This design comes from an exercise in tuning for small area on the open sky130 flow, not from production work. Only simulation tests tie the RTL to the original design; equivalence was not proved. Power is estimated from default activity; no workload was simulated.

[design/flow/design.v]
module clk_div(clk,rst,tick_seq,tick_row,tick_temp);
	input	clk;
	input	rst;
	output	tick_seq;
	output	tick_row;
	output	tick_temp;
	reg	[6:0]	p_x;
	reg	[4:0]	q1_x;
	reg	[7:0]	q2_x;
	wire [6:0]	p  = p_x  ^ 7'd8;
	wire [4:0]	q1 = q1_x ^ 5'd22;
	wire [7:0]	q2 = q2_x ^ 8'd6;
	wire [19:0]	cur = {q2, q1, p};
	reg	[19:0]	inc;
	reg			c;
	integer		i;
	always @(*) begin
		c = 1'b1;
		for (i = 0; i < 20; i = i + 1) begin
			inc[i] = cur[i] ^ c;
			c = c & cur[i];
		end
	end
	wire c1 = &p;
	wire c2 = c1 & (&q1);
	wire c3 = c2 & (&q2);
	always @(posedge clk or negedge rst) begin
		if (!rst) begin
			p_x  <= 7'd0;
			q1_x <= 5'd0;
			q2_x <= 8'd0;
		end else begin
			p_x  <= (inc[6:0]   | (c1 ? 7'd8  : 7'd0)) ^ 7'd8;
			q1_x <= (inc[11:7]  | (c2 ? 5'd12 : 5'd0)) ^ 5'd22;
			q2_x <= (inc[19:12] | (c3 ? 8'd6  : 8'd0)) ^ 8'd6;
		end
	end
	assign tick_seq  = (p == 7'd67);
	assign tick_row  = c2;
	assign tick_temp = (p == 7'd47  && q1 == 5'd15 && q2 == 8'd48)
	                || (c1          && q1 == 5'd21 && q2 == 8'd131)
	                || (p == 7'd87  && q1 == 5'd28 && q2 == 8'd214);
endmodule
module BH1750(clk,rst,tick,scl,sda_i,sda_o,sda_oe,data_out);
	input			clk;
	input			rst;
	input			tick;		 
	output			scl;
	input			sda_i;
	output			sda_o;
	output			sda_oe;
	output	[5:0]	data_out;
	reg		[6:0]	hi_x;
	reg		[5:0]	j_x;
	reg				retry_x;
	reg		[5:0]	data;
	wire	[6:0]	hi = hi_x ^ 7'd44;
	wire	[5:0]	j = j_x ^ 6'd15;
	wire			retry = ~retry_x;
	assign data_out = data;
	wire ack = (hi == 7'd44 || hi == 7'd45 || hi == 7'd46 || hi == 7'd88) && (j == 6'd38 || j == 6'd59);
	wire adv = tick & ~(ack & (retry | sda_i));
	wire skip = (j[1:0] == 2'b10) &&
	            ((hi == 7'd88 && j[5:3] >= 3'd5) ||
	             (hi == 7'd89 && j[5:2] != 4'd6 && j[5:2] != 4'd15));
	wire [5:0] js = {j[5:1], j[0] | (skip & adv)};
	reg [5:0] j_inc;
	reg [6:0] hi_inc;
	reg c;
	integer i;
	always @(*) begin
		c = adv;
		for (i = 0; i < 6; i = i + 1) begin
			j_inc[i] = js[i] ^ c;
			c = c & js[i];
		end
		for (i = 0; i < 7; i = i + 1) begin
			hi_inc[i] = hi[i] ^ c;
			c = c & hi[i];
		end
	end
	wire jc = adv & (&js);		 
	wire gc = jc & (&hi);		 
	wire [5:0] j0 = (hi == 7'd86) ? 6'd24 : (hi == 7'd88) ? 6'd16 : (hi == 7'd126) ? 6'd9 : 6'd15;
	reg [2:0] f;
	always @(*) begin
		case ({hi[6], hi[1:0], j})
			9'd0: f = 3'bxxx;
			9'd1: f = 3'bxxx;
			9'd2: f = 3'bxxx;
			9'd3: f = 3'bxxx;
			9'd4: f = 3'bxxx;
			9'd5: f = 3'bxxx;
			9'd6: f = 3'bxxx;
			9'd7: f = 3'bxxx;
			9'd8: f = 3'bxxx;
			9'd9: f = 3'bxxx;
			9'd10: f = 3'bxxx;
			9'd11: f = 3'bxxx;
			9'd12: f = 3'bxxx;
			9'd13: f = 3'bxxx;
			9'd14: f = 3'bxxx;
			9'd15: f = 3'b110;
			9'd16: f = 3'b111;
			9'd17: f = 3'b111;
			9'd18: f = 3'b111;
			9'd19: f = 3'b101;
			9'd20: f = 3'b001;
			9'd21: f = 3'b101;
			9'd22: f = 3'b011;
			9'd23: f = 3'b111;
			9'd24: f = 3'b001;
			9'd25: f = 3'b101;
			9'd26: f = 3'b001;
			9'd27: f = 3'b101;
			9'd28: f = 3'b001;
			9'd29: f = 3'b101;
			9'd30: f = 3'b011;
			9'd31: f = 3'b111;
			9'd32: f = 3'b011;
			9'd33: f = 3'b111;
			9'd34: f = 3'b001;
			9'd35: f = 3'b101;
			9'd36: f = 3'b001;
			9'd37: f = 3'b000;
			9'd38: f = 3'b100;
			9'd39: f = 3'b000;
			9'd40: f = 3'b001;
			9'd41: f = 3'b001;
			9'd42: f = 3'b101;
			9'd43: f = 3'b001;
			9'd44: f = 3'b101;
			9'd45: f = 3'b001;
			9'd46: f = 3'b101;
			9'd47: f = 3'b001;
			9'd48: f = 3'b101;
			9'd49: f = 3'b001;
			9'd50: f = 3'b101;
			9'd51: f = 3'b001;
			9'd52: f = 3'b101;
			9'd53: f = 3'b001;
			9'd54: f = 3'b101;
			9'd55: f = 3'b001;
			9'd56: f = 3'b101;
			9'd57: f = 3'b001;
			9'd58: f = 3'b000;
			9'd59: f = 3'b100;
			9'd60: f = 3'b000;
			9'd61: f = 3'b001;
			9'd62: f = 3'b101;
			9'd63: f = 3'b101;
			9'd64: f = 3'bxxx;
			9'd65: f = 3'bxxx;
			9'd66: f = 3'bxxx;
			9'd67: f = 3'bxxx;
			9'd68: f = 3'bxxx;
			9'd69: f = 3'bxxx;
			9'd70: f = 3'bxxx;
			9'd71: f = 3'bxxx;
			9'd72: f = 3'bxxx;
			9'd73: f = 3'bxxx;
			9'd74: f = 3'bxxx;
			9'd75: f = 3'bxxx;
			9'd76: f = 3'bxxx;
			9'd77: f = 3'bxxx;
			9'd78: f = 3'bxxx;
			9'd79: f = 3'b111;
			9'd80: f = 3'b111;
			9'd81: f = 3'b111;
			9'd82: f = 3'b111;
			9'd83: f = 3'b101;
			9'd84: f = 3'b001;
			9'd85: f = 3'b101;
			9'd86: f = 3'b011;
			9'd87: f = 3'b111;
			9'd88: f = 3'b001;
			9'd89: f = 3'b101;
			9'd90: f = 3'b001;
			9'd91: f = 3'b101;
			9'd92: f = 3'b001;
			9'd93: f = 3'b101;
			9'd94: f = 3'b011;
			9'd95: f = 3'b111;
			9'd96: f = 3'b011;
			9'd97: f = 3'b111;
			9'd98: f = 3'b001;
			9'd99: f = 3'b101;
			9'd100: f = 3'b001;
			9'd101: f = 3'b000;
			9'd102: f = 3'b100;
			9'd103: f = 3'b000;
			9'd104: f = 3'b001;
			9'd105: f = 3'b001;
			9'd106: f = 3'b101;
			9'd107: f = 3'b001;
			9'd108: f = 3'b101;
			9'd109: f = 3'b001;
			9'd110: f = 3'b101;
			9'd111: f = 3'b001;
			9'd112: f = 3'b101;
			9'd113: f = 3'b001;
			9'd114: f = 3'b101;
			9'd115: f = 3'b001;
			9'd116: f = 3'b101;
			9'd117: f = 3'b001;
			9'd118: f = 3'b101;
			9'd119: f = 3'b011;
			9'd120: f = 3'b111;
			9'd121: f = 3'b011;
			9'd122: f = 3'b010;
			9'd123: f = 3'b110;
			9'd124: f = 3'b010;
			9'd125: f = 3'b011;
			9'd126: f = 3'b111;
			9'd127: f = 3'b101;
			9'd128: f = 3'bxxx;
			9'd129: f = 3'bxxx;
			9'd130: f = 3'bxxx;
			9'd131: f = 3'bxxx;
			9'd132: f = 3'bxxx;
			9'd133: f = 3'bxxx;
			9'd134: f = 3'bxxx;
			9'd135: f = 3'bxxx;
			9'd136: f = 3'bxxx;
			9'd137: f = 3'bxxx;
			9'd138: f = 3'bxxx;
			9'd139: f = 3'bxxx;
			9'd140: f = 3'bxxx;
			9'd141: f = 3'bxxx;
			9'd142: f = 3'bxxx;
			9'd143: f = 3'b111;
			9'd144: f = 3'b111;
			9'd145: f = 3'b111;
			9'd146: f = 3'b111;
			9'd147: f = 3'b101;
			9'd148: f = 3'b001;
			9'd149: f = 3'b101;
			9'd150: f = 3'b011;
			9'd151: f = 3'b111;
			9'd152: f = 3'b001;
			9'd153: f = 3'b101;
			9'd154: f = 3'b001;
			9'd155: f = 3'b101;
			9'd156: f = 3'b001;
			9'd157: f = 3'b101;
			9'd158: f = 3'b011;
			9'd159: f = 3'b111;
			9'd160: f = 3'b011;
			9'd161: f = 3'b111;
			9'd162: f = 3'b001;
			9'd163: f = 3'b101;
			9'd164: f = 3'b001;
			9'd165: f = 3'b000;
			9'd166: f = 3'b100;
			9'd167: f = 3'b000;
			9'd168: f = 3'b001;
			9'd169: f = 3'b001;
			9'd170: f = 3'b101;
			9'd171: f = 3'b001;
			9'd172: f = 3'b101;
			9'd173: f = 3'b001;
			9'd174: f = 3'b101;
			9'd175: f = 3'b011;
			9'd176: f = 3'b111;
			9'd177: f = 3'b001;
			9'd178: f = 3'b101;
			9'd179: f = 3'b001;
			9'd180: f = 3'b101;
			9'd181: f = 3'b011;
			9'd182: f = 3'b111;
			9'd183: f = 3'b011;
			9'd184: f = 3'b111;
			9'd185: f = 3'b011;
			9'd186: f = 3'b010;
			9'd187: f = 3'b110;
			9'd188: f = 3'b010;
			9'd189: f = 3'b011;
			9'd190: f = 3'b111;
			9'd191: f = 3'b101;
			9'd192: f = 3'bxxx;
			9'd193: f = 3'bxxx;
			9'd194: f = 3'bxxx;
			9'd195: f = 3'bxxx;
			9'd196: f = 3'bxxx;
			9'd197: f = 3'bxxx;
			9'd198: f = 3'bxxx;
			9'd199: f = 3'bxxx;
			9'd200: f = 3'bxxx;
			9'd201: f = 3'bxxx;
			9'd202: f = 3'bxxx;
			9'd203: f = 3'bxxx;
			9'd204: f = 3'bxxx;
			9'd205: f = 3'bxxx;
			9'd206: f = 3'bxxx;
			9'd207: f = 3'b111;
			9'd208: f = 3'b110;
			9'd209: f = 3'b110;
			9'd210: f = 3'b110;
			9'd211: f = 3'b110;
			9'd212: f = 3'b110;
			9'd213: f = 3'b110;
			9'd214: f = 3'b110;
			9'd215: f = 3'b110;
			9'd216: f = 3'b110;
			9'd217: f = 3'b110;
			9'd218: f = 3'b110;
			9'd219: f = 3'b110;
			9'd220: f = 3'b110;
			9'd221: f = 3'b110;
			9'd222: f = 3'b110;
			9'd223: f = 3'b110;
			9'd224: f = 3'b110;
			9'd225: f = 3'b110;
			9'd226: f = 3'b110;
			9'd227: f = 3'b110;
			9'd228: f = 3'b110;
			9'd229: f = 3'b110;
			9'd230: f = 3'b110;
			9'd231: f = 3'b110;
			9'd232: f = 3'b110;
			9'd233: f = 3'b110;
			9'd234: f = 3'b110;
			9'd235: f = 3'b110;
			9'd236: f = 3'b110;
			9'd237: f = 3'b110;
			9'd238: f = 3'b110;
			9'd239: f = 3'b110;
			9'd240: f = 3'b110;
			9'd241: f = 3'b110;
			9'd242: f = 3'b110;
			9'd243: f = 3'b110;
			9'd244: f = 3'b110;
			9'd245: f = 3'b110;
			9'd246: f = 3'b110;
			9'd247: f = 3'b110;
			9'd248: f = 3'b110;
			9'd249: f = 3'b110;
			9'd250: f = 3'b110;
			9'd251: f = 3'b110;
			9'd252: f = 3'b110;
			9'd253: f = 3'b110;
			9'd254: f = 3'b110;
			9'd255: f = 3'b110;
			9'd256: f = 3'bxxx;
			9'd257: f = 3'bxxx;
			9'd258: f = 3'bxxx;
			9'd259: f = 3'bxxx;
			9'd260: f = 3'bxxx;
			9'd261: f = 3'bxxx;
			9'd262: f = 3'bxxx;
			9'd263: f = 3'bxxx;
			9'd264: f = 3'bxxx;
			9'd265: f = 3'bxxx;
			9'd266: f = 3'bxxx;
			9'd267: f = 3'bxxx;
			9'd268: f = 3'bxxx;
			9'd269: f = 3'bxxx;
			9'd270: f = 3'bxxx;
			9'd271: f = 3'b110;
			9'd272: f = 3'b111;
			9'd273: f = 3'b111;
			9'd274: f = 3'b111;
			9'd275: f = 3'b101;
			9'd276: f = 3'b001;
			9'd277: f = 3'b101;
			9'd278: f = 3'b011;
			9'd279: f = 3'b111;
			9'd280: f = 3'b001;
			9'd281: f = 3'b101;
			9'd282: f = 3'b001;
			9'd283: f = 3'b101;
			9'd284: f = 3'b001;
			9'd285: f = 3'b101;
			9'd286: f = 3'b011;
			9'd287: f = 3'b111;
			9'd288: f = 3'b011;
			9'd289: f = 3'b111;
			9'd290: f = 3'b011;
			9'd291: f = 3'b111;
			9'd292: f = 3'b011;
			9'd293: f = 3'b010;
			9'd294: f = 3'b110;
			9'd295: f = 3'b010;
			9'd296: f = 3'b110;
			9'd297: f = 3'b110;
			9'd298: f = 3'b010;
			9'd299: f = 3'bxxx;
			9'd300: f = 3'b110;
			9'd301: f = 3'b110;
			9'd302: f = 3'b010;
			9'd303: f = 3'bxxx;
			9'd304: f = 3'b110;
			9'd305: f = 3'b110;
			9'd306: f = 3'b010;
			9'd307: f = 3'bxxx;
			9'd308: f = 3'b110;
			9'd309: f = 3'b110;
			9'd310: f = 3'b010;
			9'd311: f = 3'bxxx;
			9'd312: f = 3'b110;
			9'd313: f = 3'b110;
			9'd314: f = 3'b010;
			9'd315: f = 3'bxxx;
			9'd316: f = 3'b110;
			9'd317: f = 3'b110;
			9'd318: f = 3'b010;
			9'd319: f = 3'bxxx;
			9'd320: f = 3'bxxx;
			9'd321: f = 3'bxxx;
			9'd322: f = 3'bxxx;
			9'd323: f = 3'bxxx;
			9'd324: f = 3'bxxx;
			9'd325: f = 3'bxxx;
			9'd326: f = 3'bxxx;
			9'd327: f = 3'bxxx;
			9'd328: f = 3'bxxx;
			9'd329: f = 3'bxxx;
			9'd330: f = 3'bxxx;
			9'd331: f = 3'bxxx;
			9'd332: f = 3'bxxx;
			9'd333: f = 3'bxxx;
			9'd334: f = 3'bxxx;
			9'd335: f = 3'bxxx;
			9'd336: f = 3'b110;
			9'd337: f = 3'b110;
			9'd338: f = 3'b010;
			9'd339: f = 3'bxxx;
			9'd340: f = 3'b110;
			9'd341: f = 3'b110;
			9'd342: f = 3'b010;
			9'd343: f = 3'bxxx;
			9'd344: f = 3'b101;
			9'd345: f = 3'b101;
			9'd346: f = 3'b011;
			9'd347: f = 3'b010;
			9'd348: f = 3'b110;
			9'd349: f = 3'b110;
			9'd350: f = 3'b010;
			9'd351: f = 3'bxxx;
			9'd352: f = 3'b110;
			9'd353: f = 3'b110;
			9'd354: f = 3'b010;
			9'd355: f = 3'bxxx;
			9'd356: f = 3'b110;
			9'd357: f = 3'b110;
			9'd358: f = 3'b010;
			9'd359: f = 3'bxxx;
			9'd360: f = 3'b110;
			9'd361: f = 3'b110;
			9'd362: f = 3'b010;
			9'd363: f = 3'bxxx;
			9'd364: f = 3'b110;
			9'd365: f = 3'b110;
			9'd366: f = 3'b010;
			9'd367: f = 3'bxxx;
			9'd368: f = 3'b110;
			9'd369: f = 3'b110;
			9'd370: f = 3'b010;
			9'd371: f = 3'bxxx;
			9'd372: f = 3'b110;
			9'd373: f = 3'b110;
			9'd374: f = 3'b010;
			9'd375: f = 3'bxxx;
			9'd376: f = 3'b110;
			9'd377: f = 3'b110;
			9'd378: f = 3'b010;
			9'd379: f = 3'bxxx;
			9'd380: f = 3'b011;
			9'd381: f = 3'b110;
			9'd382: f = 3'b110;
			9'd383: f = 3'b110;
			9'd384: f = 3'bxxx;
			9'd385: f = 3'bxxx;
			9'd386: f = 3'bxxx;
			9'd387: f = 3'bxxx;
			9'd388: f = 3'bxxx;
			9'd389: f = 3'bxxx;
			9'd390: f = 3'bxxx;
			9'd391: f = 3'bxxx;
			9'd392: f = 3'bxxx;
			9'd393: f = 3'bxxx;
			9'd394: f = 3'bxxx;
			9'd395: f = 3'bxxx;
			9'd396: f = 3'bxxx;
			9'd397: f = 3'bxxx;
			9'd398: f = 3'bxxx;
			9'd399: f = 3'b110;
			9'd400: f = 3'b110;
			9'd401: f = 3'b110;
			9'd402: f = 3'b110;
			9'd403: f = 3'b110;
			9'd404: f = 3'b110;
			9'd405: f = 3'b110;
			9'd406: f = 3'b110;
			9'd407: f = 3'b110;
			9'd408: f = 3'b110;
			9'd409: f = 3'b110;
			9'd410: f = 3'b110;
			9'd411: f = 3'b110;
			9'd412: f = 3'b110;
			9'd413: f = 3'b110;
			9'd414: f = 3'b110;
			9'd415: f = 3'b110;
			9'd416: f = 3'b110;
			9'd417: f = 3'b110;
			9'd418: f = 3'b110;
			9'd419: f = 3'b110;
			9'd420: f = 3'b110;
			9'd421: f = 3'b110;
			9'd422: f = 3'b110;
			9'd423: f = 3'b110;
			9'd424: f = 3'b110;
			9'd425: f = 3'b110;
			9'd426: f = 3'b110;
			9'd427: f = 3'b110;
			9'd428: f = 3'b110;
			9'd429: f = 3'b110;
			9'd430: f = 3'b110;
			9'd431: f = 3'b110;
			9'd432: f = 3'b110;
			9'd433: f = 3'b110;
			9'd434: f = 3'b110;
			9'd435: f = 3'b110;
			9'd436: f = 3'b110;
			9'd437: f = 3'b110;
			9'd438: f = 3'b110;
			9'd439: f = 3'b110;
			9'd440: f = 3'b110;
			9'd441: f = 3'b110;
			9'd442: f = 3'b110;
			9'd443: f = 3'b110;
			9'd444: f = 3'b110;
			9'd445: f = 3'b110;
			9'd446: f = 3'b110;
			9'd447: f = 3'b110;
			9'd448: f = 3'bxxx;
			9'd449: f = 3'bxxx;
			9'd450: f = 3'bxxx;
			9'd451: f = 3'bxxx;
			9'd452: f = 3'bxxx;
			9'd453: f = 3'bxxx;
			9'd454: f = 3'bxxx;
			9'd455: f = 3'bxxx;
			9'd456: f = 3'bxxx;
			9'd457: f = 3'bxxx;
			9'd458: f = 3'bxxx;
			9'd459: f = 3'bxxx;
			9'd460: f = 3'bxxx;
			9'd461: f = 3'bxxx;
			9'd462: f = 3'bxxx;
			9'd463: f = 3'b110;
			9'd464: f = 3'b110;
			9'd465: f = 3'b110;
			9'd466: f = 3'b110;
			9'd467: f = 3'b110;
			9'd468: f = 3'b110;
			9'd469: f = 3'b110;
			9'd470: f = 3'b110;
			9'd471: f = 3'b110;
			9'd472: f = 3'b110;
			9'd473: f = 3'b110;
			9'd474: f = 3'b110;
			9'd475: f = 3'b110;
			9'd476: f = 3'b110;
			9'd477: f = 3'b110;
			9'd478: f = 3'b110;
			9'd479: f = 3'b110;
			9'd480: f = 3'b110;
			9'd481: f = 3'b110;
			9'd482: f = 3'b110;
			9'd483: f = 3'b110;
			9'd484: f = 3'b110;
			9'd485: f = 3'b110;
			9'd486: f = 3'b110;
			9'd487: f = 3'b110;
			9'd488: f = 3'b110;
			9'd489: f = 3'b110;
			9'd490: f = 3'b110;
			9'd491: f = 3'b110;
			9'd492: f = 3'b110;
			9'd493: f = 3'b110;
			9'd494: f = 3'b110;
			9'd495: f = 3'b110;
			9'd496: f = 3'b110;
			9'd497: f = 3'b110;
			9'd498: f = 3'b110;
			9'd499: f = 3'b110;
			9'd500: f = 3'b110;
			9'd501: f = 3'b110;
			9'd502: f = 3'b110;
			9'd503: f = 3'b110;
			9'd504: f = 3'b110;
			9'd505: f = 3'b110;
			9'd506: f = 3'b110;
			9'd507: f = 3'b110;
			9'd508: f = 3'b110;
			9'd509: f = 3'b110;
			9'd510: f = 3'b110;
			9'd511: f = 3'b110;
		endcase
	end
	wire in_tab = (hi[6:2] == 5'b01011) | (hi[6:2] == 5'b10110);	 
	wire [2:0] fv = in_tab ? f : 3'b110;
	assign scl    = fv[2] & ~(retry & ack);
	assign sda_o  = fv[1];
	assign sda_oe = fv[0] | (retry & ~ack);
	always @(posedge clk or negedge rst) begin
		if (!rst) begin
			hi_x <= 7'd0;
			j_x <= 6'd0;
			retry_x <= 1'b0;
			data <= 6'd0;
		end else begin
			j_x  <= (j_inc  | (jc ? j0 : 6'd0)) ^ 6'd15;
			hi_x <= (hi_inc | (gc ? 7'd44 : 7'd0)) ^ 7'd44;
			if (tick)
				retry_x <= ~(ack & ~retry & sda_i);
			if (tick && hi == 7'd88 && j == 6'd40) data[5] <= sda_i;
			if (tick && hi == 7'd88 && j == 6'd44) data[4] <= sda_i;
			if (tick && hi == 7'd88 && j == 6'd48) data[3] <= sda_i;
			if (tick && hi == 7'd88 && j == 6'd52) data[2] <= sda_i;
			if (tick && hi == 7'd88 && j == 6'd56) data[1] <= sda_i;
			if (tick && hi == 7'd88 && j == 6'd60) data[0] <= sda_i;
		end
	end
endmodule
module Data_Process(data_input,data_output);
	input	[5:0]	data_input;
	output	[5:0]	data_output;
	assign data_output = data_input;
endmodule
module seg_led(number,segment_led_1,segment_led_2);
	input		[5:0]	number;
	output	reg	[8:0]	segment_led_1;
	output	reg	[8:0]	segment_led_2;
	always @(*) begin
		case (number)
			6'd0: begin segment_led_1 = 9'h03f; segment_led_2 = 9'h03f; end
			6'd1: begin segment_led_1 = 9'h03f; segment_led_2 = 9'h006; end
			6'd2: begin segment_led_1 = 9'h03f; segment_led_2 = 9'h05b; end
			6'd3: begin segment_led_1 = 9'h03f; segment_led_2 = 9'h04f; end
			6'd4: begin segment_led_1 = 9'h03f; segment_led_2 = 9'h066; end
			6'd5: begin segment_led_1 = 9'h03f; segment_led_2 = 9'h06d; end
			6'd6: begin segment_led_1 = 9'h03f; segment_led_2 = 9'h07d; end
			6'd7: begin segment_led_1 = 9'h03f; segment_led_2 = 9'h007; end
			6'd8: begin segment_led_1 = 9'h03f; segment_led_2 = 9'h07f; end
			6'd9: begin segment_led_1 = 9'h03f; segment_led_2 = 9'h06f; end
			6'd10: begin segment_led_1 = 9'h006; segment_led_2 = 9'h03f; end
			6'd11: begin segment_led_1 = 9'h006; segment_led_2 = 9'h006; end
			6'd12: begin segment_led_1 = 9'h006; segment_led_2 = 9'h05b; end
			6'd13: begin segment_led_1 = 9'h006; segment_led_2 = 9'h04f; end
			6'd14: begin segment_led_1 = 9'h006; segment_led_2 = 9'h066; end
			6'd15: begin segment_led_1 = 9'h006; segment_led_2 = 9'h06d; end
			6'd16: begin segment_led_1 = 9'h006; segment_led_2 = 9'h07d; end
			6'd17: begin segment_led_1 = 9'h006; segment_led_2 = 9'h007; end
			6'd18: begin segment_led_1 = 9'h006; segment_led_2 = 9'h07f; end
			6'd19: begin segment_led_1 = 9'h006; segment_led_2 = 9'h06f; end
			6'd20: begin segment_led_1 = 9'h05b; segment_led_2 = 9'h03f; end
			6'd21: begin segment_led_1 = 9'h05b; segment_led_2 = 9'h006; end
			6'd22: begin segment_led_1 = 9'h05b; segment_led_2 = 9'h05b; end
			6'd23: begin segment_led_1 = 9'h05b; segment_led_2 = 9'h04f; end
			6'd24: begin segment_led_1 = 9'h05b; segment_led_2 = 9'h066; end
			6'd25: begin segment_led_1 = 9'h05b; segment_led_2 = 9'h06d; end
			6'd26: begin segment_led_1 = 9'h05b; segment_led_2 = 9'h07d; end
			6'd27: begin segment_led_1 = 9'h05b; segment_led_2 = 9'h007; end
			6'd28: begin segment_led_1 = 9'h05b; segment_led_2 = 9'h07f; end
			6'd29: begin segment_led_1 = 9'h05b; segment_led_2 = 9'h06f; end
			6'd30: begin segment_led_1 = 9'h04f; segment_led_2 = 9'h03f; end
			6'd31: begin segment_led_1 = 9'h04f; segment_led_2 = 9'h006; end
			6'd32: begin segment_led_1 = 9'h04f; segment_led_2 = 9'h05b; end
			6'd33: begin segment_led_1 = 9'h04f; segment_led_2 = 9'h04f; end
			6'd34: begin segment_led_1 = 9'h04f; segment_led_2 = 9'h066; end
			6'd35: begin segment_led_1 = 9'h04f; segment_led_2 = 9'h06d; end
			6'd36: begin segment_led_1 = 9'h04f; segment_led_2 = 9'h07d; end
			6'd37: begin segment_led_1 = 9'h04f; segment_led_2 = 9'h007; end
			6'd38: begin segment_led_1 = 9'h04f; segment_led_2 = 9'h07f; end
			6'd39: begin segment_led_1 = 9'h04f; segment_led_2 = 9'h06f; end
			6'd40: begin segment_led_1 = 9'h066; segment_led_2 = 9'h03f; end
			6'd41: begin segment_led_1 = 9'h066; segment_led_2 = 9'h006; end
			6'd42: begin segment_led_1 = 9'h066; segment_led_2 = 9'h05b; end
			6'd43: begin segment_led_1 = 9'h066; segment_led_2 = 9'h04f; end
			6'd44: begin segment_led_1 = 9'h066; segment_led_2 = 9'h066; end
			6'd45: begin segment_led_1 = 9'h066; segment_led_2 = 9'h06d; end
			6'd46: begin segment_led_1 = 9'h066; segment_led_2 = 9'h07d; end
			6'd47: begin segment_led_1 = 9'h066; segment_led_2 = 9'h007; end
			6'd48: begin segment_led_1 = 9'h066; segment_led_2 = 9'h07f; end
			6'd49: begin segment_led_1 = 9'h066; segment_led_2 = 9'h06f; end
			6'd50: begin segment_led_1 = 9'h06d; segment_led_2 = 9'h03f; end
			6'd51: begin segment_led_1 = 9'h06d; segment_led_2 = 9'h006; end
			6'd52: begin segment_led_1 = 9'h06d; segment_led_2 = 9'h05b; end
			6'd53: begin segment_led_1 = 9'h06d; segment_led_2 = 9'h04f; end
			6'd54: begin segment_led_1 = 9'h06d; segment_led_2 = 9'h066; end
			6'd55: begin segment_led_1 = 9'h06d; segment_led_2 = 9'h06d; end
			6'd56: begin segment_led_1 = 9'h06d; segment_led_2 = 9'h07d; end
			6'd57: begin segment_led_1 = 9'h06d; segment_led_2 = 9'h007; end
			6'd58: begin segment_led_1 = 9'h06d; segment_led_2 = 9'h07f; end
			6'd59: begin segment_led_1 = 9'h06d; segment_led_2 = 9'h06f; end
			6'd60: begin segment_led_1 = 9'h07d; segment_led_2 = 9'h03f; end
			6'd61: begin segment_led_1 = 9'h07d; segment_led_2 = 9'h006; end
			6'd62: begin segment_led_1 = 9'h07d; segment_led_2 = 9'h05b; end
			6'd63: begin segment_led_1 = 9'h07d; segment_led_2 = 9'h04f; end
		endcase
	end
endmodule
module led_scan(clk,rst,tick_row,tick_temp,number,row,line);
	input				clk;
	input				rst;
	input				tick_row;
	input				tick_temp;
	input		[5:0]	number;
	output		[15:0]	row;
	output	reg	[7:0]	line;
	reg	[3:0]	r;
	reg	[4:0]	w_x;		 
	wire [4:0]	w = w_x ^ 5'd16;
	reg	[2:0]	s;
	wire	temp_step = tick_temp & (&w[3:0]);
	reg	[3:0]	r_inc;
	reg	[4:0]	w_inc;
	reg	[2:0]	s_inc;
	reg			c;
	integer		i;
	always @(*) begin
		c = tick_row;
		for (i = 0; i < 4; i = i + 1) begin
			r_inc[i] = r[i] ^ c;
			c = c & r[i];
		end
		c = tick_temp;
		for (i = 0; i < 5; i = i + 1) begin
			w_inc[i] = w[i] ^ c;
			c = c & w[i];
		end
		c = tick_row | temp_step;
		for (i = 0; i < 3; i = i + 1) begin
			s_inc[i] = s[i] ^ c;
			c = c & s[i];
		end
	end
	always @(posedge clk or negedge rst) begin
		if (!rst) begin
			r <= 4'd0;
			w_x <= 5'd0;
			s <= 3'd0;
		end else begin
			r <= r_inc;
			w_x <= ((tick_temp & w[4]) ? {1'b0, number[5:2]} : w_inc) ^ 5'd16;
			s <= s_inc;
		end
	end
	assign row = 16'd1 << r;
	always @(*) begin
		case (s)
			3'd0: line = ~8'h00;
			3'd1: line = ~8'h18;
			3'd2: line = ~8'h3C;
			3'd3: line = ~8'h7E;
			3'd4: line = ~8'hDB;
			3'd5: line = ~8'h99;
			default: line = ~8'h18;
		endcase
	end
endmodule
module rgb_led(clk,rst,pwm_duty,led1,led2);
	input			clk;
	input			rst;
	input	[5:0]	pwm_duty;
	output	[2:0]	led1;
	output	[2:0]	led2;
	reg	[5:0]	c;
	reg	[5:0]	c_inc;
	reg			k;
	reg			gt;
	integer		i;
	always @(*) begin
		k = 1'b1;
		for (i = 0; i < 6; i = i + 1) begin
			c_inc[i] = c[i] ^ k;
			k = k & c[i];
		end
		gt = 1'b0;
		for (i = 0; i < 6; i = i + 1)
			gt = (c[i] & ~pwm_duty[i]) | (~(c[i] ^ pwm_duty[i]) & gt);
	end
	always @(posedge clk)
		if (!rst)
			c <= 6'd1;
		else
			c <= c_inc | {5'd0, k};
	assign led1 = {3{gt}};
	assign led2 = {3{gt}};
endmodule
module Interface_BH1750(clk,rst,scl,sda_i,sda_o,sda_oe,dvi,seg_led1,seg_led2,row,line,rgb_led1,rgb_led2);
	input 			clk;
	input 			rst;
	output 			scl;
	input 			sda_i;		 
	output 			sda_o;		 
	output 			sda_oe;		 
	output  		dvi;
	output	[15:0]	row;
	output	[7:0]	line;
	output	[8:0]	seg_led1;
	output	[8:0]	seg_led2;
	output	[2:0]	rgb_led1;
	output	[2:0]	rgb_led2;
	wire	tick_seq, tick_row, tick_temp;
	wire	[5:0]	reading;
	wire	[5:0]	number;
	assign dvi = 1'b1;
	clk_div u0 (.clk(clk), .rst(rst), .tick_seq(tick_seq), .tick_row(tick_row), .tick_temp(tick_temp));
	BH1750 u1 (.clk(clk), .rst(rst), .tick(tick_seq), .scl(scl), .sda_i(sda_i),
	           .sda_o(sda_o), .sda_oe(sda_oe), .data_out(reading));
	Data_Process u2 (.data_input(reading), .data_output(number));
	seg_led u4 (.number(number), .segment_led_1(seg_led1), .segment_led_2(seg_led2));
	led_scan u5 (.clk(clk), .rst(rst), .tick_row(tick_row), .tick_temp(tick_temp),
	             .number(number), .row(row), .line(line));
	rgb_led u6 (.clk(clk), .rst(rst), .pwm_duty(number), .led1(rgb_led1), .led2(rgb_led2));
endmodule
[design/flow/flow/run.sh]
#!/bin/bash
# Layout flow: the standard synthesis, then its combinational logic re-mapped
# by a stronger ABC script (registers untouched), then the standard ORFS steps
# with 1x port buffers and a clock tree of small buffers without dummy loads.
# Each tool's output goes to a log file of its own in this folder.
set -euo pipefail
R=$PWD/orfs/results/$FLOW_PLATFORM/Interface_BH1750/base
LIB=$FLOW_HOME/platforms/$FLOW_PLATFORM/lib/sky130_fd_sc_hd__tt_025C_1v80.lib

bash standard.sh synth > 1_synth_standard.log 2>&1
cp $R/1_2_yosys.v 1_2_yosys_standard.v

python3 flow/cellfuncs.py $LIB cellfuncs.v > cellfuncs.log 2>&1
# re-map; if ABC fails, try a plainer script, and keep the standard netlist
# if every script fails
cp 1_2_yosys_standard.v 1_2_yosys_reopt.v
k=0
for S in "+strash;&get -n;&deepsyn -T 40;&put;dch -f;amap;topo" \
         "+strash;&get -n;&deepsyn -T 20;&put;dch -f;map -a;topo" \
         "+strash;dch -f;map -a;topo"; do
  k=$((k+1))
  if REOPT_IN=1_2_yosys_standard.v REOPT_OUT=1_2_yosys_try$k.v REOPT_LIB=$LIB \
     REOPT_FUNCS=cellfuncs.v REOPT_TOP=$FLOW_TOP REOPT_PREFIX=reopt${k}_ REOPT_SCRIPT="$S" \
     yosys -c flow/reopt.tcl > 1_reopt${k}_yosys.log 2>&1; then
    cp 1_2_yosys_try$k.v 1_2_yosys_reopt.v
    break
  fi
done
cp 1_2_yosys_reopt.v $R/1_2_yosys.v
touch $R/1_2_yosys.v

export BUFFER_PORTS_ARGS="-buffer_cell sky130_fd_sc_hd__buf_1"
export CTS_ARGS="-sink_clustering_enable -repair_clock_nets -dont_use_dummy_load -buf_list {sky130_fd_sc_hd__clkbuf_4} -root_buf sky130_fd_sc_hd__clkbuf_4 -sink_clustering_size 20"
bash standard.sh finish > 2_finish_standard.log 2>&1
[design/flow/flow/cellfuncs.py]
# Writes Verilog modules with the logic function of every combinational cell of
# a liberty file (used to flatten a mapped netlist back into logic).
# usage: python3 cellfuncs.py LIB OUT.v
import re, sys
txt = open(sys.argv[1]).read()
out = []
for m in re.finditer(r'\n\s*cell\s*\(\s*"?(\w+)"?\s*\)\s*\{', txt):
    name = m.group(1); start = m.end()
    nxt = txt.find('\n    cell (', start)
    body = txt[start: nxt if nxt > 0 else len(txt)]
    if re.search(r'\b(ff|latch|statetable)\s*\(', body): continue
    pins = []
    for pm in re.finditer(r'pin\s*\(\s*"?(\w+)"?\s*\)\s*\{(.*?)\n\s{8}\}', body, re.S):
        pb = pm.group(2)
        d = re.search(r'direction\s*:\s*"?(\w+)"?', pb)
        f = re.search(r'function\s*:\s*"([^"]*)"', pb)
        pins.append((pm.group(1), d.group(1) if d else None, f.group(1) if f else None))
    ins = [p for p, d, f in pins if d == 'input']
    outs = [(p, f) for p, d, f in pins if d == 'output']
    if not outs or any(f is None for p, f in outs) or not ins: continue
    def conv(func):
        f = re.sub(r'\b([A-Za-z_][A-Za-z0-9_]*)\b', lambda m: '@' + m.group(1) + '@', func)
        f = f.replace('!', '~').replace('+', '|').replace('*', '&')
        f = re.sub(r'@\s+(?=[@(~])', '@ & ', f)
        f = re.sub(r'\)\s+(?=[@(~])', ') & ', f)
        return re.sub(r'@(\w+)@', r'\1', f)
    out.append('module %s(%s);\n' % (name, ', '.join(ins + [p for p, f in outs])) +
               ''.join('  input %s;\n' % p for p in ins) +
               ''.join('  output %s;\n  assign %s = %s;\n' % (p, p, conv(f)) for p, f in outs) +
               'endmodule\n')
open(sys.argv[2], 'w').write('\n'.join(out))
[design/flow/flow/reopt.tcl]
# Re-maps the combinational logic of the standard synthesis netlist with a
# stronger ABC script. Registers (and tie cells) are kept as they are: same
# instances, names and cell types.
# env: REOPT_IN, REOPT_OUT, REOPT_LIB, REOPT_FUNCS, REOPT_TOP, REOPT_T
yosys -import
set lib $::env(REOPT_LIB)
read_liberty -lib $lib
read_verilog -overwrite $::env(REOPT_FUNCS)
read_verilog $::env(REOPT_IN)
hierarchy -top $::env(REOPT_TOP)
flatten
yosys proc
techmap
opt -fast -purge
opt_clean -purge
tee -o $::env(REOPT_PREFIX)before.txt stat -liberty $lib
set dont {}
foreach c {sky130_fd_sc_hd__probe_p_8 sky130_fd_sc_hd__probec_p_8 sky130_fd_sc_hd__ha_1 sky130_fd_sc_hd__ha_2 sky130_fd_sc_hd__ha_4 sky130_fd_sc_hd__fa_1 sky130_fd_sc_hd__fa_2 sky130_fd_sc_hd__fa_4 sky130_fd_sc_hd__clkinv_1} {
  lappend dont -dont_use $c
}
lappend dont -dont_use {sky130_fd_sc_hd__lpflow_*}
if { [info exists ::env(REOPT_SCRIPT)] } {
  set script $::env(REOPT_SCRIPT)
} else {
  set script "+strash;&get -n;&deepsyn -T $::env(REOPT_T);&put;dch -f;map -a;topo;dnsize"
}
abc -liberty $lib {*}$dont -script $script
opt_clean -purge
hilomap -singleton -hicell sky130_fd_sc_hd__conb_1 HI -locell sky130_fd_sc_hd__conb_1 LO
insbuf -buf sky130_fd_sc_hd__buf_1 A X
opt_clean -purge
tee -o $::env(REOPT_PREFIX)after.txt stat -liberty $lib
write_verilog -noattr -nohex -nodec $::env(REOPT_OUT)
[design/flow/standard.sh]
#!/bin/bash
# synth_recipe.tcl (not shown) runs the flow's synth.tcl, then flattens the netlist and writes it again
# the make line also repeats each setting of config.mk as NAME=value (left out here)
make -C /OpenROAD-flow-scripts/flow DESIGN_CONFIG=/design/flow/config.mk WORK_HOME=/design/flow/orfs CLKGATE_MAP_FILE= SYNTH_SCRIPT=/design/flow/synth_recipe.tcl "${@:-finish}"
[design/flow/config.mk]
export PLATFORM = sky130hd
export DESIGN_NAME = Interface_BH1750
export DESIGN_NICKNAME = Interface_BH1750
export VERILOG_FILES = /design/flow/design.v
export SDC_FILE = /design/flow/constraint.sdc
export NUM_CORES = 4
export LEC_CHECK = 0
export CAP_MARGIN = 20
export CORE_MARGIN = 2
export CORE_UTILIZATION = 50
export SLEW_MARGIN = 20
[design/flow/constraint.sdc]
create_clock -name core_clock -period 10.0 [get_ports {clk}]
set_input_delay 2.0000 -clock core_clock [delete_from_list [all_inputs] [get_ports {clk}]]
set_output_delay 2.0000 -clock core_clock [all_outputs]
set_load 0.01 [all_outputs]
==> flow_summary.yaml, run 1 <==
status:
  status: "no timing/DRC/antenna violations"
routing:
  drc: 0
  wl_um: 7120
  drtPass1Iterations: 5
  routedWlPerCell_um: 12.4
  vias: 3065
  viasPerCell: 5.35
  ant_nets: 0
  drt_iter0_markers: 152
placement:
  placed_cells: 564
  portBuffers: 49
  dp_hpwl_um: 5310
  dpl_cell_area_mm2: 0.00348
  globalplace.congestion: 0.863
yosys:
  yosysWarnings: 5
  synth_area_mm2: 0.00323
  synthCells: 448
  syn_avg_cell_area_um2: 7.22
clock_network:
  cts_setup_buffers: 0
  cts_buffer_depth: 2
  clock_sinks: 58
  cts_tree: "done"
  ctsResizeCount: 0
  root_buffer: "clkbuf_4"
  clk_pin_slew_ns: 0.10
  cts_made_buffers: 9
  cts_htree_levels: 3
  hold_buffers: 0
  clk_latency_ns: 0.41
floorplan:
  initial_core_util: 0.512
  die_w_um: 84.4
  ioPinCount: 55
  fp.dieH_um: 84.4
  dieArea_mm2: 0.00713
  rows: 29
  core_mm2: 0.00631
grt:
  grt_start_max_net_pins: 57
  grt_pass1_wl_um: 12200
  antenna_found_initial: 0
  grt_usage: 0.211
  overflow: 0
  grt_pass1_vias: 2761
setup_path:
  r2r-end: "u1.hi_x[5]"
  r2r_slack_ns: 6.13
  worstPathArrival_ns: 2.97
  critical_path_class: "reg2out"
  r2r-start: "u1.j_x[2]"
  end_kind: "output port"
  cp.required_ns: 8.00
  worst_r2r_path_depth: 21
  start_kind: "flip-flop"
  cp_max_fo: 7
timing:
  tightestPinTransition_ns: 0.981
  whs_ns: 0.450
  rsz0062_at_grt: "false"
  fmax_ghz: 0.201
  period_needed_ns: 4.97
  setup_viol: 0
  max_slew_margin: 0.340
  hold_viol: 0
  setup_tns_ns: 0
  clock_skew_ns: 0.0301
  final-max-slew-violation-count: 0
  min_period_over_period: 0.497
finish:
  final_cell_count_no_fill: 573
  area_growth_pct: 9.75
  drive_above_1_share: 0.0222
  final_area_mm2: 0.00355
  nets: 501
  nFillCells: 618
  antenna_cells: 0
power:
  vdd_drop_max_v: 0.0000727
  powerDensity_mw_per_mm2: 103
  p_leak_uw: 0.00157
min_path:
  hold_depth: 1
  hold_class: "reg2reg"
  min_from: "u0.p_x[0]"
  hold-path-endpoint: "u0.p_x[0]"
run:
  drv_cap: 0
-- placed cells by master, fill, tap and decap left out, drive strengths merged, types with 2 or more instances in the layout --
cell	count
nor2b	3
nand2	42
nor2	102
buf	49
a22oi	4
dfrtp	52
o22ai	13
nand4	6
clkbuf	10
o211a	2
o21a	3
o221ai	4
conb	5
inv	73
nor4	6
and3	2
or2	4
o21ai	36
dfxtp	6
a211oi	3
a31oi	5
nand3	9
and2	2
nor3	12
o211ai	2
a21oi	26
or3	2
-- worst max-delay path, stage by stage (launching register included) --
cell     delay (ns)
dfrtp_1        0.44
inv_1          0.13
nor2_1         0.18
o21ai_0        0.15
o21ai_0        0.37
nor3_1         0.11
nor4_1         0.31
nor2b_1        0.22
nor2b_1        0.09
a21oi_1        0.13
o21ai_0        0.10
or2_0          0.21
buf_1          0.13
-- report_power, final --
group / total, µW / switching [µW] / internal, µW
clock: 119 / 77.3 / 41.7
combinational: 8.74 / 7.20 / 1.54
sequential: 236 / 0.971 / 235
total: 364 / 85.5 / 278
-- how the worst max path moves through the flow --
stage                from     endpoint  slack, ns  cells after the start
3_5_place_dp   u1.data[5]  seg_led2[2]       5.47                     12
2_1_floorplan  u1.data[5]  seg_led2[2]       5.60                     11
6_report       u1.data[5]  seg_led2[2]       5.03                     12
4_1_cts        u1.data[5]  seg_led2[2]       5.02                     12
3_3_place_gp   u1.data[5]  seg_led2[2]       5.63                     12
5_1_grt        u1.data[5]  seg_led2[2]       4.47                     12
-- metrics by stage --
step	util	total power, µW	setup slack, ns
global route	0.562	381	4.47
global placement	0.551	250	5.63
floorplan	-	244	5.60
finish	0.562	364	5.03
detailed placement	0.551	250	5.47
CTS	0.562	369	5.02
-- routing by layer --
| metal | share of wire | global-route usage | up-vias |
|---|---|---|---|
| met3 | 0.048 | 0.0383 | 11 |
| met2 | 0.45 | 0.327 | 88 |
| met5 | 0 | 0 | - |
| met4 | 0.020 | 0.105 | 0 |
| li1 | - | - | 1590 |
| met1 | 0.48 | 0.286 | 1376 |
-- final cells by class --
class | instances | area [µm²] | area share
clock buffer | 9 | 67.6 | 0.0190
inverter | 73 | 274 | 0.0772
multi-input combinational | 306 | 1500 | 0.422
sequential | 58 | 1420 | 0.401
tap | 77 | 96.3 | 0.0272
timing repair buffer | 50 | 193 | 0.0543
-- sequential cells by signal, summed over array words and instances, names as in the netlist, 5 cells and up --
| name | cells |
|---|---|
| u5.w_x | 5 |
| u0.p_x | 7 |
| u1.j_x | 6 |
| u1.data | 6 |
| u0.q1_x | 5 |
| u0.q2_x | 8 |
| u6.c | 6 |
| u1.hi_x | 7 |
==> run 2: changes to the inputs <==
--- a/design/flow/design.v
+++ b/design/flow/design.v
@@ -7,21 +7,21 @@
 	reg	[6:0]	p_x;
 	reg	[4:0]	q1_x;
 	reg	[7:0]	q2_x;
-	wire [6:0]	p  = p_x  ^ 7'd8;
+	wire [6:0]	p  = p_x  ^ 7'd65;
 	wire [4:0]	q1 = q1_x ^ 5'd22;
 	wire [7:0]	q2 = q2_x ^ 8'd6;
-	wire [19:0]	cur = {q2, q1, p};
-	reg	[19:0]	inc;
+	wire c1 = (~p[0] & ~p[1] & ~p[2] & ~p[3] & ~p[4]);		 
+	wire [12:0]	cur = {q2, q1};
+	reg	[12:0]	inc;
 	reg			c;
 	integer		i;
 	always @(*) begin
-		c = 1'b1;
-		for (i = 0; i < 20; i = i + 1) begin
+		c = c1;
+		for (i = 0; i < 13; i = i + 1) begin
 			inc[i] = cur[i] ^ c;
 			c = c & cur[i];
 		end
 	end
-	wire c1 = &p;
 	wire c2 = c1 & (&q1);
 	wire c3 = c2 & (&q2);
 	always @(posedge clk or negedge rst) begin
@@ -30,16 +30,16 @@
 			q1_x <= 5'd0;
 			q2_x <= 8'd0;
 		end else begin
-			p_x  <= (inc[6:0]   | (c1 ? 7'd8  : 7'd0)) ^ 7'd8;
-			q1_x <= (inc[11:7]  | (c2 ? 5'd12 : 5'd0)) ^ 5'd22;
-			q2_x <= (inc[19:12] | (c3 ? 8'd6  : 8'd0)) ^ 8'd6;
+			p_x  <= {p[5:0], p[6] ^ p[5] ^ c1} ^ 7'd65;
+			q1_x <= (inc[4:0]  | (c2 ? 5'd12 : 5'd0)) ^ 5'd22;
+			q2_x <= (inc[12:5] | (c3 ? 8'd6  : 8'd0)) ^ 8'd6;
 		end
 	end
-	assign tick_seq  = (p == 7'd67);
+	assign tick_seq  = ((~p[0] & ~p[1] & ~p[3] & ~p[4] & ~p[6]));
 	assign tick_row  = c2;
-	assign tick_temp = (p == 7'd47  && q1 == 5'd15 && q2 == 8'd48)
-	                || (c1          && q1 == 5'd21 && q2 == 8'd131)
-	                || (p == 7'd87  && q1 == 5'd28 && q2 == 8'd214);
+	assign tick_temp = ((p[0] & p[1] & p[2] & ~p[3] & ~p[4] & p[5] & ~p[6]) & (q1[0] & q1[1] & ~q1[4]) & (~q2[0] & ~q2[1] & ~q2[2] & ~q2[3] & q2[4] & q2[5] & ~q2[6] & ~q2[7]))
+	                || ((~p[0] & ~p[1] & ~p[2] & ~p[3] & ~p[4]) & (q1[0] & ~q1[1] & q1[2] & ~q1[3]) & (q2[0] & q2[1] & ~q2[2] & ~q2[3] & ~q2[4] & ~q2[5] & ~q2[6]))
+	                || ((~p[0] & ~p[1] & p[2] & p[3] & ~p[4] & p[5] & p[6]) & (~q1[0] & ~q1[1] & q1[2] & q1[3] & q1[4]) & (~q2[0] & q2[1] & q2[2] & ~q2[3] & q2[4] & ~q2[5] & q2[6] & q2[7]));
 endmodule
 module BH1750(clk,rst,tick,scl,sda_i,sda_o,sda_oe,data_out);
 	input			clk;
==> flow_summary.yaml, run 2 <==
finish:
  multi_input_area_mm2: 0.00146
  final_area_mm2: 0.00350
  area_growth_pct: 9.91
  drive_above_1_share: 0.0229
  nets: 485
  regArea_mm2: 0.00142
  largest_reg_flops: 8
  antenna_cells: 0
  nFillCells: 629
  final_common_cell: "nor2_1"
  final_cell_mix: "96 x nor2_1, 68 x inv_1, 52 x dfrtp_1"
  top_regs: "u0.q2_x: 8 flops, u0.p_x: 7 flops, u1.hi_x: 7 flops"
  regMostFlops: "u0.q2_x"
status:
  status: "no timing/DRC/antenna violations"
routing:
  vias: 2971
  drc: 0
  drt_iter0_markers: 131
  ant_nets: 0
  drtPass1Iterations: 4
  viasPerCell: 5.33
  wl_um: 7130
  routedWlPerCell_um: 12.8
clock_network:
  cts_tree: "done"
  clock_sinks: 58
  root_buffer: "clkbuf_4"
  hold_buffers: 0
  clk_latency_ns: 0.39
  cts_setup_buffers: 0
  cts_buffer_depth: 2
  cts_htree_levels: 3
  cts_made_buffers: 9
  ctsResizeCount: 0
  clk_pin_slew_ns: 0.10
grt:
  grt_usage: 0.221
  antenna_found_initial: 0
  grt_start_max_net_pins: 35
  grt_pass1_vias: 2870
  overflow: 0
  grt_pass1_wl_um: 12700
setup_path:
  crit_top_cell: "nor3_1"
  start_kind: "flip-flop"
  r2r-start: "u0.p_x[1]"
  max_stage_delay_ns: 0.64
  cp.required_ns: 8.00
  crit_chain: "inv_1 > nor3_1 > nand3_1 > nor3_1 > nor2_1 > and3b_1 > nor4_1 > a2111oi_0 > buf_1"
  r2r-end: "u0.q2_x[7]"
  r2r_slack_ns: 6.26
  cp_max_fo: 6
  critical_path_class: "reg2out"
  worstPathArrival_ns: 3.00
  worst_r2r_path_depth: 20
  crit_slowest_cell: "nor3_1"
  end_kind: "output port"
yosys:
  synth_area_mm2: 0.00318
  yosysWarnings: 5
  syn_avg_cell_area_um2: 7.36
  synthCells: 432
floorplan:
  die_w_um: 83.8
  initial_core_util: 0.510
  fp.dieH_um: 83.8
  core_mm2: 0.00624
  ioPinCount: 55
  rows: 29
  dieArea_mm2: 0.00701
min_path:
  hold-path-endpoint: "u0.p_x[3]"
  min_from: "u0.p_x[2]"
  hold_class: "reg2reg"
  hold_depth: 0
timing:
  max_slew_margin: 0.451
  period_needed_ns: 5.00
  min_period_over_period: 0.500
  rsz0062_at_grt: "false"
  tightestPinTransition_ns: 0.817
  setup_tns_ns: 0
  hold_viol: 0
  final-max-slew-violation-count: 0
  fmax_ghz: 0.200
  clock_skew_ns: 0.0339
  setup_viol: 0
run:
  drv_cap: 0
power:
  powerDensity_mw_per_mm2: 102
  p_leak_uw: 0.00148
  vdd_drop_max_v: 0.0000668
placement:
  portBuffers: 49
  globalplace.congestion: 0.917
  dpl_cell_area_mm2: 0.00343
  dp_hpwl_um: 5440
-- run 2: worst max-delay path by stage --
stage / start / end / slack (ns)
after global placement: u1.hi_x[6] / scl / 5.47
after CTS: u1.hi_x[4] / scl / 5.01
after global routing: u1.hi_x[4] / scl / 4.60
after detailed placement: u1.hi_x[6] / scl / 5.44
final: u1.hi_x[6] / scl / 5.00
after floorplan: u1.data[3] / seg_led2[2] / 5.77
-- run 2: worst max-delay path: cells and delay by family (launching register included) --
| kind | cells | cell delay (ns) |
|---|---|---|
| and+or+nand+nor | 6 | 1.61 |
| buffers and inverters | 2 | 0.29 |
| AOI/OAI and AO/OA | 1 | 0.33 |
| DFF | 1 | 0.40 |
-- run 2: power by group --
part | switching (µW) | internal [µW]
sequential | 0.826 | 235
combinational | 6.99 | 1.33
clock | 72.1 | 41.8
-- run 2: area by class of cell --
type	count	area share
flip-flops and latches	58	0.407
inverters	68	0.0730
repair buffers	50	0.0551
multi-input cells	295	0.418
well taps	77	0.0276
clock buffers	9	0.0193
-- run 2: through the flow --
stage	worst slack (ns)	hold slack, ns	util	power, µW	std cells
6_report	5.00	0.404	0.560	358	557
5_1_grt	4.60	0.432	0.560	375	557
4_1_cts	5.01	0.416	0.560	364	557
3_5_place_dp	5.44	0.395	0.549	250	548
3_3_place_gp	5.47	0.383	0.549	249	548
2_1_floorplan	5.77	0.367	-	244	435
-- run 2: routing by layer --
metal,wire length [µm],GRT usage
met4,93,0.0836
met3,293,0.0376
met5,0,0
met1,3420,0.292
met2,3330,0.364
==> run 3: changes to the inputs <==
--- a/design/flow/flow/run.sh
+++ b/design/flow/flow/run.sh
@@ -15,7 +15,7 @@
 # if every script fails
 cp 1_2_yosys_standard.v 1_2_yosys_reopt.v
 k=0
-for S in "+strash;&get -n;&deepsyn -T 40;&put;dch -f;amap;topo" \
+for S in "+strash;&get -n;&deepsyn -J 200 -T 600;&put;dch -f;amap;topo" \
          "+strash;&get -n;&deepsyn -T 20;&put;dch -f;map -a;topo" \
          "+strash;dch -f;map -a;topo"; do
   k=$((k+1))
--- a/design/flow/config.mk
+++ b/design/flow/config.mk
@@ -7,5 +7,5 @@
 export LEC_CHECK = 0
 export CAP_MARGIN = 20
 export CORE_MARGIN = 2
-export CORE_UTILIZATION = 50
+export CORE_UTILIZATION = 65
 export SLEW_MARGIN = 20
==> flow_summary.yaml, run 3 <==
finish:
  area_growth_pct: 9.52
  nFillCells: 378
  multi_input_area_mm2: 0.00146
  regMostFlops: "u0.q2_x"
  largest_reg_flops: 8
  final_cell_mix: "96 x nor2_1, 68 x inv_1, 52 x dfrtp_1"
  regArea_mm2: 0.00142
  drive_above_1_share: 0.0229
  top_regs: "u0.q2_x: 8 flops, u0.p_x: 7 flops, u1.hi_x: 7 flops"
  nets: 485
  antenna_cells: 0
  final_common_cell: "nor2_1"
placement:
  place_ws_ns: 5.55
  dp_hpwl_um: 5150
  portBuffers: 49
  globalplace.congestion: 0.956
setup_path:
  start_kind: "flip-flop"
  worstPathArrival_ns: 2.93
  critical_path_class: "reg2out"
  cp_max_fo: 6
  r2r_slack_ns: 6.25
  cp.required_ns: 8.00
  end_kind: "output port"
routing:
  vias: 3061
  viasPerCell: 5.60
  drc: 0
  routedWlPerCell_um: 12.4
  ant_nets: 0
  wl_um: 6810
  drt_iter0_markers: 197
  drtPass1Iterations: 6
timing:
  fmax_ghz: 0.203
  setup_tns_ns: 0
  min_period_over_period: 0.493
  max_slew_margin: 0.551
  fin_ws_ns: 5.07
  final-max-slew-violation-count: 0
  period_needed_ns: 4.93
  clock_skew_ns: 0.0421
  tightestPinTransition_ns: 0.674
  setup_viol: 0
  hold_viol: 0
  rsz0062_at_grt: "false"
clock_network:
  root_buffer: "clkbuf_4"
  hold_buffers: 0
  cts_made_buffers: 9
  cts_htree_levels: 3
  ctsResizeCount: 0
  cts_buffer_depth: 2
  clk_latency_ns: 0.39
  cts_tree: "done"
  cts_setup_buffers: 0
  clock_sinks: 58
  clk_pin_slew_ns: 0.09
min_path:
  hold_class: "reg2reg"
power:
  powerDensity_mw_per_mm2: 103
  p_leak_uw: 0.00148
  vdd_drop_max_v: 0.0000779
floorplan:
  ioPinCount: 55
  rows: 25
  initial_core_util: 0.673
  dieArea_mm2: 0.00547
  die_w_um: 74.0
  fp.dieH_um: 74.0
  core_mm2: 0.00472
grt:
  grt_start_max_net_pins: 57
  antenna_found_initial: 0
  grt_pass1_wl_um: 11100
  grt_usage: 0.267
  overflow: 0
  grt_pass1_vias: 2627
yosys:
  syn_avg_cell_area_um2: 7.36
  yosysWarnings: 5
  synth_area_mm2: 0.00318
  synthCells: 432
status:
  status: "no timing/DRC/antenna violations"
run:
  drv_cap: 0
## run 3: worst max-delay path, stage by stage (launching register included)
cell       delay, ns
dfrtp_1         0.40
inv_1           0.07
nor3_1          0.27
nand3_1         0.14
nor3_1          0.52
nor2_1          0.18
and3b_1         0.31
nor4_1          0.05
a2111oi_0       0.39
buf_1           0.20
## run 3: metal layers
metal / vias to the layer above / part of all wire / global-route usage
met4: 0 / 0.026 / 0.152
met1: 1372 / 0.47 / 0.346
li1: 1538 / - / -
met5: - / 0 / 0
met3: 20 / 0.059 / 0.0556
met2: 131 / 0.45 / 0.422
## run 3: report_power, final
| part | switching (µW) | internal [µW] | leakage [µW] |
|---|---|---|---|
| combinational | 6.96 | 1.34 | 0.000732 |
| sequential | 0.980 | 235 | 0.000709 |
| clock | 71.4 | 41.6 | 0.0000414 |
| total | 79.4 | 278 | 0.00148 |
## run 3: layout make-up
class,count,share of cell area
clock buffer,9,0.0194
inverter,68,0.0733
sequential,58,0.408
timing repair buffer,50,0.0553
tap,67,0.0241
multi-input combinational,295,0.420
## run 3: worst paths after layout
check,cells after the start,start,endpoint
setup / recovery,9,u1.hi_x[4],scl
hold / removal,0,u0.p_x[1],u0.p_x[2]
setup reg to reg,20,u0.p_x[1],u0.q2_x[7]
hold reg to reg,0,u0.p_x[1],u0.p_x[2]
max in group asynchronous,2,rst,u1.j_x[0]
min in group asynchronous,2,rst,u5.r[3]
## run 3: metrics by stage
step           total power [µW]  instance area (µm²)  utilization  hold WS, ns  instances
2_1_floorplan               244                 3190            -        0.367        435
5_1_grt                     371                 3480        0.737        0.411        547
6_report                    358                 3480        0.737        0.403        547
4_1_cts                     360                 3480        0.737        0.404        547
3_3_place_gp                249                 3420        0.723        0.381        538
3_5_place_dp                249                 3420        0.723        0.383        538
==> run 4: changes to the inputs <==
--- a/design/flow/config.mk
+++ b/design/flow/config.mk
@@ -5,7 +5,7 @@
 export SDC_FILE = /design/flow/constraint.sdc
 export NUM_CORES = 4
 export LEC_CHECK = 0
-export CAP_MARGIN = 20
+export CAP_MARGIN = 0
 export CORE_MARGIN = 2
 export CORE_UTILIZATION = 65
-export SLEW_MARGIN = 20
+export SLEW_MARGIN = 0
==> flow_summary.yaml, run 4 <==
status:
  status: "no timing/DRC/antenna violations"
routing:
  viasPerCell: 5.60
  drt_iter0_markers: 197
  drtPass1Iterations: 6
  wl_um: 6810
  routedWlPerCell_um: 12.4
  ant_nets: 0
  vias: 3061
  drc: 0
floorplan:
  ioPinCount: 55
  initial_core_util: 0.673
  rows: 25
  fp.dieH_um: 74.0
  core_mm2: 0.00472
  die_w_um: 74.0
  dieArea_mm2: 0.00547
clock_network:
  ctsResizeCount: 0
  cts_htree_levels: 3
  cts_setup_buffers: 0
  hold_buffers: 0
  cts_made_buffers: 9
  cts_buffer_depth: 2
  cts_tree: "done"
  clock_sinks: 58
  clk_pin_slew_ns: 0.09
  clk_latency_ns: 0.39
  root_buffer: "clkbuf_4"
setup_path:
  end_kind: "output port"
  cp.required_ns: 8.00
  worst_r2r_path_depth: 20
  r2r-end: "u0.q2_x[7]"
  worstPathArrival_ns: 2.93
  r2r_slack_ns: 6.25
  crit_chain: "inv_1 > nor3_1 > nand3_1 > nor3_1 > nor2_1 > and3b_1 > nor4_1 > a2111oi_0 > buf_1"
  critical_path_class: "reg2out"
  crit_slowest_cell: "nor3_1"
  r2r-start: "u0.p_x[1]"
  cp_max_fo: 6
  max_stage_delay_ns: 0.52
  crit_top_cell: "nor3_1"
  start_kind: "flip-flop"
finish:
  largest_reg_flops: 8
  final_cell_mix: "96 x nor2_1, 68 x inv_1, 52 x dfrtp_1"
  nFillCells: 378
  antenna_cells: 0
  final_common_cell: "nor2_1"
  area_growth_pct: 9.52
  regArea_mm2: 0.00142
  top_regs: "u0.q2_x: 8 flops, u0.p_x: 7 flops, u1.hi_x: 7 flops"
  nets: 485
  final_cell_count_no_fill: 547
  regMostFlops: "u0.q2_x"
  final_area_mm2: 0.00348
  drive_above_1_share: 0.0229
  multi_input_area_mm2: 0.00146
  utilization: 0.737
timing:
  final-max-slew-violation-count: 0
  whs_ns: 0.403
  clock_skew_ns: 0.0421
  rsz0062_at_grt: "false"
  period_needed_ns: 4.93
  max_slew_margin: 0.551
  setup_viol: 0
  tightestPinTransition_ns: 0.674
  hold_viol: 0
  min_period_over_period: 0.493
  fmax_ghz: 0.203
  setup_tns_ns: 0
power:
  cellInternalPower_uw: 278
  vdd_drop_max_v: 0.0000779
  swShare: 0.222
  netSwitchingPower_uw: 79.4
  powerDensity_mw_per_mm2: 103
  p_leak_uw: 0.00148
  power_frac_comb: 0.023
  seq_power_share: 0.661
  pwr-share-clk: 0.316
grt:
  overflow: 0
  grt_usage: 0.267
  antenna_found_initial: 0
  grt_pass1_wl_um: 11100
  grt_start_max_net_pins: 57
  grt_pass1_vias: 2627
placement:
  placed_cells: 538
  dp_hpwl_um: 5150
  globalplace.congestion: 0.956
  portBuffers: 49
  dpl_cell_area_mm2: 0.00342
min_path:
  hold_depth: 0
  hold-path-endpoint: "u0.p_x[2]"
  hold_class: "reg2reg"
  min_from: "u0.p_x[1]"
yosys:
  syn_avg_cell_area_um2: 7.36
  yosysWarnings: 5
  synth_area_mm2: 0.00318
  synthCells: 432
run:
  drv_cap: 0
-- run 4: how the worst max path moves through the flow --
stage	cells past startpoint	to	startpoint
after floorplan	12	seg_led2[2]	u1.data[3]
after global placement	13	seg_led2[2]	u1.data[3]
after detailed placement	12	seg_led2[2]	u1.data[5]
after CTS	9	scl	u1.hi_x[4]
after global routing	13	seg_led2[2]	u1.data[3]
final	9	scl	u1.hi_x[4]
-- run 4: per-layer routing --
layer	GRT usage	share of wire
met5	0	0
met4	0.152	0.026
met3	0.0556	0.059
met2	0.422	0.45
met1	0.346	0.47
-- run 4: worst max-delay path, delay by kind of cell, from the launching register on --
kind | cells | cell delay (ns)
flip-flops | 1 | 0.40
AND/OR/NAND/NOR | 6 | 1.47
buffers and inverters | 2 | 0.27
AO/OA/AOI/OAI | 1 | 0.39
-- run 4: cell type report --
class                   instances  area share
clock buffers                   9      0.0194
multi-input cells             295       0.420
repair buffers                 50      0.0553
inverters                      68      0.0733
flip-flops and latches         58       0.408
well taps                      67      0.0241
-- run 4: metrics by stage --
stage                     setup slack, ns  total power [µW]
after floorplan                      5.77               244
after global placement               5.67               249
after detailed placement             5.55               249
after CTS                            5.10               360
after global routing                 4.81               371
final                                5.07               358
-- run 4: power groups by stage --
stage               registers (µW)  logic, µW  clock network (µW)
global placement               241       8.34                   0
CTS                            236       8.56                 116
floorplan                      241       3.34                   0
finish                         236       8.30                 113
global route                   236       10.0                 124
detailed placement             241       8.54                   0
==> run 5: changes to the inputs <==
==> design/flow/config.mk (replaced) <==
export PLATFORM = sky130hd
export DESIGN_NAME = Interface_BH1750
export DESIGN_NICKNAME = Interface_BH1750
export VERILOG_FILES = /design/flow/design.v
export SDC_FILE = /design/flow/constraint.sdc
export NUM_CORES = 4
export LEC_CHECK = 0
export CAP_MARGIN = 20
export CORE_MARGIN = 2
export CORE_UTILIZATION = 50
export SLEW_MARGIN = 20
==> flow_summary.yaml, run 5 <==
status:
  status: "no timing/DRC/antenna violations"
power:
  powerDensity_mw_per_mm2: 102
  vdd_drop_max_v: 0.0000668
  p_leak_uw: 0.00148
finish:
  top_regs: "u0.q2_x: 8 flops, u0.p_x: 7 flops, u1.hi_x: 7 flops"
  nets: 485
  final_area_mm2: 0.00350
  final_common_cell: "nor2_1"
  drive_above_1_share: 0.0229
  area_growth_pct: 9.91
  final_cell_mix: "96 x nor2_1, 68 x inv_1, 52 x dfrtp_1"
  largest_reg_flops: 8
  antenna_cells: 0
  regMostFlops: "u0.q2_x"
timing:
  fin_ws_ns: 5.00
  final-max-slew-violation-count: 0
  setup_tns_ns: 0
  rsz0062_at_grt: "false"
  setup_viol: 0
  hold_viol: 0
  max_slew_margin: 0.451
  clock_skew_ns: 0.0339
  period_needed_ns: 5.00
  tightestPinTransition_ns: 0.817
  min_period_over_period: 0.500
  fmax_ghz: 0.200
clock_network:
  cts_made_buffers: 9
  clk_latency_ns: 0.39
  clock_sinks: 58
  cts_tree: "done"
  clk_pin_slew_ns: 0.10
  cts_setup_buffers: 0
  root_buffer: "clkbuf_4"
  cts_htree_levels: 3
  ctsResizeCount: 0
  hold_buffers: 0
  cts_buffer_depth: 2
setup_path:
  cp.required_ns: 8.00
  r2r-start: "u0.p_x[1]"
  worstPathArrival_ns: 3.00
  start_kind: "flip-flop"
  end_kind: "output port"
  cp_max_fo: 6
  r2r_slack_ns: 6.26
  critical_path_class: "reg2out"
  crit_start: "u1.hi_x[6]"
routing:
  ant_nets: 0
  drtPass1Iterations: 4
  wl_um: 7130
  vias: 2971
  viasPerCell: 5.33
  drt_iter0_markers: 131
  routedWlPerCell_um: 12.8
  drc: 0
placement:
  globalplace.congestion: 0.917
  dpl_cell_area_mm2: 0.00343
  portBuffers: 49
  place_ws_ns: 5.44
  dp_hpwl_um: 5440
grt:
  antenna_found_initial: 0
  grt_usage: 0.221
  grt_pass1_vias: 2870
  grt_start_max_net_pins: 35
  overflow: 0
  grt_pass1_wl_um: 12700
floorplan:
  die_w_um: 83.8
  core_mm2: 0.00624
  dieArea_mm2: 0.00701
  rows: 29
  initial_core_util: 0.510
  fp.dieH_um: 83.8
  ioPinCount: 55
yosys:
  syn_avg_cell_area_um2: 7.36
  synth_area_mm2: 0.00318
  synthCells: 432
  yosysWarnings: 5
min_path:
  hold_class: "reg2reg"
  min_from: "u0.p_x[2]"
run:
  drv_cap: 0
run 5: per-layer routing:
layer | vias to the layer above | part of all wire | track usage
met5 | - | 0 | 0
met4 | 0 | 0.013 | 0.0836
met3 | 10 | 0.041 | 0.0376
met2 | 72 | 0.47 | 0.364
met1 | 1364 | 0.48 | 0.292
li1 | 1525 | - | -
run 5: worst paths after layout:
| path | end | depth (start not counted) |
|---|---|---|
| min in group asynchronous | u0.q2_x[2] | 1 |
| max in group asynchronous | u1.j_x[1] | 2 |
| hold / removal | u0.p_x[3] | 0 |
| setup reg to reg | u0.q2_x[7] | 20 |
| hold reg to reg | u0.p_x[3] | 0 |
| setup / recovery | scl | 9 |
run 5: cell type report:
| class | instances | area [µm²] |
|---|---|---|
| fill | 629 | 2750 |
| tap | 77 | 96.3 |
| inverter | 68 | 255 |
| multi-input combinational | 295 | 1460 |
| timing repair buffer | 50 | 193 |
| clock buffer | 9 | 67.6 |
| sequential | 58 | 1420 |
run 5: through the flow:
step / hold slack, ns / total power (µW) / util / cells
after floorplan: 0.367 / 244 / - / 435
after global placement: 0.383 / 249 / 0.549 / 548
after detailed placement: 0.395 / 250 / 0.549 / 548
after CTS: 0.416 / 364 / 0.560 / 557
after global routing: 0.432 / 375 / 0.560 / 557
final: 0.404 / 358 / 0.560 / 557
run 5: report_power, final:
group | internal [µW] | switching (µW)
Sequential | 235 | 0.826
Clock | 41.8 | 72.1
Combinational | 1.33 | 6.99
run 5: worst max-delay path, stage by stage, from the launching register on:
cell and delay [ns]:
dfrtp_1 0.40, inv_1 0.09, nor3_1 0.24, nand3_1 0.13, nor3_1 0.64, nor2_1 0.19
and3b_1 0.35, nor4_1 0.06, a2111oi_0 0.33, buf_1 0.20

-- port drivers added, routing unchanged --
How much do the figures lean on ideal ports? The routed layouts below were timed once more, with nothing changed but the port constraints. Step 1 assumes that a clkbuf_16 drives the clock port and a buf_2 every other input. Step 2, shift: input delay + t, output delay - t, t = (earliest + latest rising clock arrival at the registers) / 2. This alone moves slack from input paths to output paths. Three values: no drivers, after step 1, after step 2; two values: the first two.
run	shift t [ns]	setup slack, ns	latest minus earliest clock arrival (ns)
run 1	0.424	5.031 / 5.004 / 5.428	0.030 / 0.030
run 2	0.400	5.003 / 4.976 / 5.376	0.034 / 0.034
run 3	0.400	5.071 / 5.044 / 5.444	0.042 / 0.042
run 4	0.400	5.071 / 5.044 / 5.444	0.042 / 0.042
run 5	0.400	5.003 / 4.976 / 5.376	0.034 / 0.034
After both steps setup and hold are still met in every run listed.
